From an optimization exercise on the open Yosys and OpenROAD flow, aimed at small area; shortcuts taken in it are not production practice.
Where RTL was checked, it was by simulation tests only, not by an equivalence proof against the original.
Power figures rest on the tool's default switching activity, not on a simulated workload.

Setup of delta:
// GameOfLife_20
module GameOfLife_20(
	input logic clk,
	input logic rst,
	input logic load,
	input logic [4:0] load_row,  
	input logic [19:0] load_data,  
	input logic speedButton,  
	output logic vsync_out,
	output logic hsync_out,
	output logic [3:0] red,
	output logic [3:0] green,
	output logic [3:0] blue);
Size in the first run: roughly 2,900 cells after synthesis, roughly 610 flip-flops, about 43 I/O pins.
==> module cellCA_sv, before the edit <==
module cellCA_sv(
	input logic self,
	input logic [2:0] vs,
	input logic [2:0] vc,
	output logic next);
logic p0, p1, q0, q1, h, c;
assign {p1, p0} = {1'b0, vs[0]} + {1'b0, vs[1]} + {1'b0, vs[2]};
assign {q1, q0} = {1'b0, vc[0]} + {1'b0, vc[1]} + {1'b0, vc[2]};
assign h = p1 ^ q0;
assign c = p1 & q0;
assign next = (p0 & h & ~(c | q1)) | (self & ~p0 & ~h & (c ^ q1));
endmodule
==> module GameOfLife_20, before the edit <==
module GameOfLife_20(
	input logic clk,
	input logic rst,
	input logic load,
	input logic [4:0] load_row,  
	input logic [19:0] load_data,  
	input logic speedButton,  
	output logic vsync_out,
	output logic hsync_out,
	output logic [3:0] red,
	output logic [3:0] green,
	output logic [3:0] blue);
localparam int QN = 6;
logic vsync, hsync;
logic edgeDet, speedButtonEdge, step;
logic [1:0] vsync_edge;
logic [1:0] speedCounter;
logic [9:0][19:0] ringE, ringO;
logic [4:0] cycle20;      
logic [3:0] pair;         
logic sweep;              
logic sweepReg;
logic clearing;           
assign pair = (cycle20 >= 5'd10) ? 4'(cycle20 - 5'd10) : cycle20[3:0];
assign sweep = step | sweepReg;
always_ff @(posedge clk, posedge rst) begin
	if (rst) begin
		sweepReg <= 1'b1;
		clearing <= 1'b1;
	end else begin
		sweepReg <= sweep & (pair != 4'd9);
		clearing <= clearing & (pair != 4'd9);
	end
end
logic rowOk, pending, enq;
logic [3:0] lpair;
logic [4:0] dsum;
logic [3:0] dslot;
logic [9:0] ldE, ldO;
assign rowOk = load && (load_row < 5'd20);
assign lpair = load_row[4:1];
assign pending = sweep && (lpair > pair);    
assign enq = rowOk && pending;
assign dsum = {1'b0, lpair} + 5'd9 - {1'b0, pair};
assign dslot = (dsum >= 5'd10) ? 4'(dsum - 5'd10) : dsum[3:0];
always_comb
	for (int s = 0; s < 10; s++) begin
		ldE[s] = rowOk && !pending && !load_row[0] && (dslot == 4'(s));
		ldO[s] = rowOk && !pending && load_row[0] && (dslot == 4'(s));
	end
logic [QN-1:0] qv;
logic [QN-1:0][4:0] qtag;
logic [QN-1:0][19:0] qdata;
logic [QN-1:0] qhit, qfree, qalloc, qwr, qcm;
logic qanyhit, qcommitE, qcommitO;
logic [19:0] qoutE, qoutO;
always_comb begin
	qanyhit = 1'b0;
	qcommitE = 1'b0;
	qcommitO = 1'b0;
	qoutE = 20'd0;
	qoutO = 20'd0;
	for (int i = 0; i < QN; i++) begin
		qhit[i] = qv[i] && (qtag[i] == load_row);
		qcm[i] = sweep && qv[i] && (qtag[i][4:1] == pair);
		qfree[i] = !qv[i] || qcm[i];    
		qanyhit |= qhit[i];
		if (qcm[i] && !qtag[i][0]) begin
			qcommitE = 1'b1;
			qoutE |= qdata[i];
		end
		if (qcm[i] && qtag[i][0]) begin
			qcommitO = 1'b1;
			qoutO |= qdata[i];
		end
	end
	for (int i = 0; i < QN; i++) begin
		qalloc[i] = qfree[i];
		for (int k = 0; k < i; k++)
			if (qfree[k]) qalloc[i] = 1'b0;
		qwr[i] = enq && (qanyhit ? qhit[i] : qalloc[i]);
	end
end
always_ff @(posedge clk, posedge rst) begin
	if (rst)
		qv <= '0;
	else
		for (int i = 0; i < QN; i++)
			if (qwr[i])
				qv[i] <= 1'b1;
			else if (qcm[i])
				qv[i] <= 1'b0;
end
always_ff @(posedge clk)
	for (int i = 0; i < QN; i++)
		if (qwr[i]) begin
			qtag[i] <= load_row;
			qdata[i] <= load_data;
		end
logic [19:0] lineBuf;
logic [19:0] rowA, rowE, rowO, rowB, newE, newO;
assign rowA = (pair == 4'd0) ? 20'd0 : lineBuf;
assign rowE = ringE[0];
assign rowO = ringO[0];
assign rowB = (pair == 4'd9) ? 20'd0 : ~ringE[1];
logic [21:0] vsE, vcE, vsO, vcO;   
assign vsE[0] = 1'b0;
assign vcE[0] = 1'b0;
assign vsE[21] = 1'b0;
assign vcE[21] = 1'b0;
assign vsO[0] = 1'b0;
assign vcO[0] = 1'b0;
assign vsO[21] = 1'b0;
assign vcO[21] = 1'b0;
genvar j;
generate
for (j = 0; j < 20; j++) begin : g_col
	assign {vcE[j+1], vsE[j+1]} = {1'b0, rowA[j]} + {1'b0, rowE[j]} + {1'b0, rowO[j]};
	assign {vcO[j+1], vsO[j+1]} = {1'b0, rowE[j]} + {1'b0, rowO[j]} + {1'b0, rowB[j]};
	cellCA_sv u_cellE (.self(rowE[j]), .vs(vsE[j+2:j]), .vc(vcE[j+2:j]), .next(newE[j]));
	cellCA_sv u_cellO (.self(rowO[j]), .vs(vsO[j+2:j]), .vc(vcO[j+2:j]), .next(newO[j]));
end
endgenerate
logic [19:0] wpE, wpO;
always_comb begin
	if (sweep) begin
		wpE = qcommitE ? qoutE : clearing ? 20'd0 : newE;
		wpO = qcommitO ? qoutO : clearing ? 20'd0 : newO;
	end else begin
		wpE = ringE[0];
		wpO = ringO[0];
	end
end
always_ff @(posedge clk) begin
	for (int s = 0; s < 9; s++) begin
		ringE[s] <= ldE[s] ? ((s % 2 == 1) ? ~load_data : load_data) : ~ringE[s+1];
		ringO[s] <= ldO[s] ? ((s % 2 == 1) ? ~load_data : load_data) : ~ringO[s+1];
	end
	ringE[9] <= ldE[9] ? ~load_data : ~wpE;
	ringO[9] <= ldO[9] ? ~load_data : ~wpO;
end
logic [4:0] cellRow;
logic [5:0] cellCol;
always_ff @(posedge clk) begin
	if (rowOk && load_row == cellRow)
		lineBuf <= load_data;
	else if (sweep || cellRow[4:1] == pair)
		lineBuf <= (sweep || cellRow[0]) ? ringO[0] : ringE[0];
end
PanelDisplay panel(.clk(clk), .rst(rst), .cellOn(lineBuf[cellCol[4:0]]),
                   .cellRow(cellRow), .cellCol(cellCol), .cycle20(cycle20), .hsync(hsync),
                   .vsync(vsync), .red(red), .green(green), .blue(blue));
assign vsync_out = vsync;
assign hsync_out = hsync;
edge_detector vsync_edge_det(.clk(clk), .rst(rst), .in(vsync), .out(edgeDet));
edge_detector speedButton_edge(.clk(clk), .rst(rst), .in(speedButton), .out(speedButtonEdge));
always_ff @(posedge clk, posedge rst) begin
	if (rst)
		speedCounter <= 2'd0;
	else if (speedButtonEdge)
		speedCounter <= speedCounter + 2'd1;
end
assign step = edgeDet && ({1'b0, vsync_edge} >= 3'd3 - {1'b0, speedCounter});
always_ff @(posedge clk, posedge rst) begin
	if (rst)
		vsync_edge <= 2'd0;
	else if (edgeDet) begin
		if (step)
			vsync_edge <= 2'd0;
		else
			vsync_edge <= vsync_edge + 2'd1;
	end
end
endmodule
export LEC_CHECK = 0
export CAP_MARGIN = 0
export CORE_MARGIN = 2
export CORE_UTILIZATION = 70
export SLEW_MARGIN = 0
create_clock -name core_clock -period 10.0 [get_ports {clk}]
standard.sh (not shown) runs the stock make flow with config.mk's settings and CLKGATE_MAP_FILE= SYNTH_SCRIPT=/design/flow/synth_recipe.tcl, a recipe that flattens the netlist after the stock synthesis.
==> flow/flow/run.sh <==
#!/bin/bash
set -e
export CTS_ARGS="-sink_clustering_enable -repair_clock_nets -buf_list sky130_fd_sc_hd__clkbuf_2 -sink_clustering_size 6 -dont_use_dummy_load"
export BUFFER_PORTS_ARGS="-buffer_cell sky130_fd_sc_hd__buf_1"
bash standard.sh > standard_run.log 2>&1
[inputs] alpha vs delta
diff --git a/flow/design.v b/flow/design.v
--- a/flow/design.v
+++ b/flow/design.v
@@ -21,10 +21,9 @@
 	input logic [2:0] vc,
 	output logic next);
-logic p0, p1, q0, q1, h, c;
-assign {p1, p0} = {1'b0, vs[0]} + {1'b0, vs[1]} + {1'b0, vs[2]};
-assign {q1, q0} = {1'b0, vc[0]} + {1'b0, vc[1]} + {1'b0, vc[2]};
-assign h = p1 ^ q0;
-assign c = p1 & q0;
-assign next = (p0 & h & ~(c | q1)) | (self & ~p0 & ~h & (c ^ q1));
+logic p0, p1, q0, q1;
+assign {p1, p0} = vs[0] + vs[1] + vs[2];
+assign {q1, q0} = vc[0] + vc[1] + vc[2];
+assign next = (p0 & ~q1 & (q0 ^ p1)) |
+              (self & ~p0 & (q1 ? (~q0 & ~p1) : (q0 & p1)));
 endmodule
 module PanelDisplay (
@@ -236,6 +235,6 @@
 generate
 for (j = 0; j < 20; j++) begin : g_col
-	assign {vcE[j+1], vsE[j+1]} = {1'b0, rowA[j]} + {1'b0, rowE[j]} + {1'b0, rowO[j]};
-	assign {vcO[j+1], vsO[j+1]} = {1'b0, rowE[j]} + {1'b0, rowO[j]} + {1'b0, rowB[j]};
+	assign {vcE[j+1], vsE[j+1]} = rowA[j] + rowE[j] + rowO[j];
+	assign {vcO[j+1], vsO[j+1]} = rowE[j] + rowO[j] + rowB[j];
 	cellCA_sv u_cellE (.self(rowE[j]), .vs(vsE[j+2:j]), .vc(vcE[j+2:j]), .next(newE[j]));
 	cellCA_sv u_cellO (.self(rowO[j]), .vs(vsO[j+2:j]), .vc(vcO[j+2:j]), .next(newO[j]));
==> comparison <==
The final layout from alpha, which completed every stage, passed the timing, design-rule and antenna checks at the end of the flow. delta ended up with ringO[188] as its last element of the critical path; alpha ended up with ringE[87]. In alpha, global-route met2 utilization is lower than in delta. Per the comparison of alpha with delta, number of vias in the routed layout dropped 2.4%; sum of met2 wire segment lengths after detailed routing dropped 4.9 mm. Cmp alpha and delta / area after synthesis / lower: delta. Taking delta as the reference, in alpha final routed DRC violation total held steady, register-to-register slack saw an increase, growth of design area from synthesis to finish went down 0.41 points, utilization went down by 0.46 points. [compare] base=delta new=alpha: synthesized cell count went up, maximum number of pins on one net before global-route repair went down, post-detailed-routing wire length went down, power went up. | depth of the worst register-to-register path | alpha vs delta | 8.7% lower |. alpha vs delta — critical path depth dropped by a little under 10%.
For alpha, only the layout was checked, not whether the RTL still works.

==> what the ideal ports hide <==
In the flow no input, the clock included, has a driving cell. The finished layouts below were timed again as built, in two steps. Step 1 assumes that a clkbuf_16 drives the clock port and a buf_2 every other input. Step 2, shift: input delay + t, output delay - t, t = (earliest + latest rising clock arrival at the registers) / 2. This alone moves slack from input paths to output paths. Three values: ideal ports, drivers, drivers and shift; two values: the first two.
| run | shift t [ns] | setup WS [ns] | worst hold slack (ns) | worst setup path at the end |
|---|---|---|---|---|
| delta | 1.335 | 2.463 / 2.463 / 2.463 | 0.283 / 0.283 / 0.283 | register to register |
| alpha | 1.130 | 2.736 / 2.736 / 2.736 | 0.377 / 0.377 / 0.377 | register to register |
After both steps setup and hold are still met in every run listed.
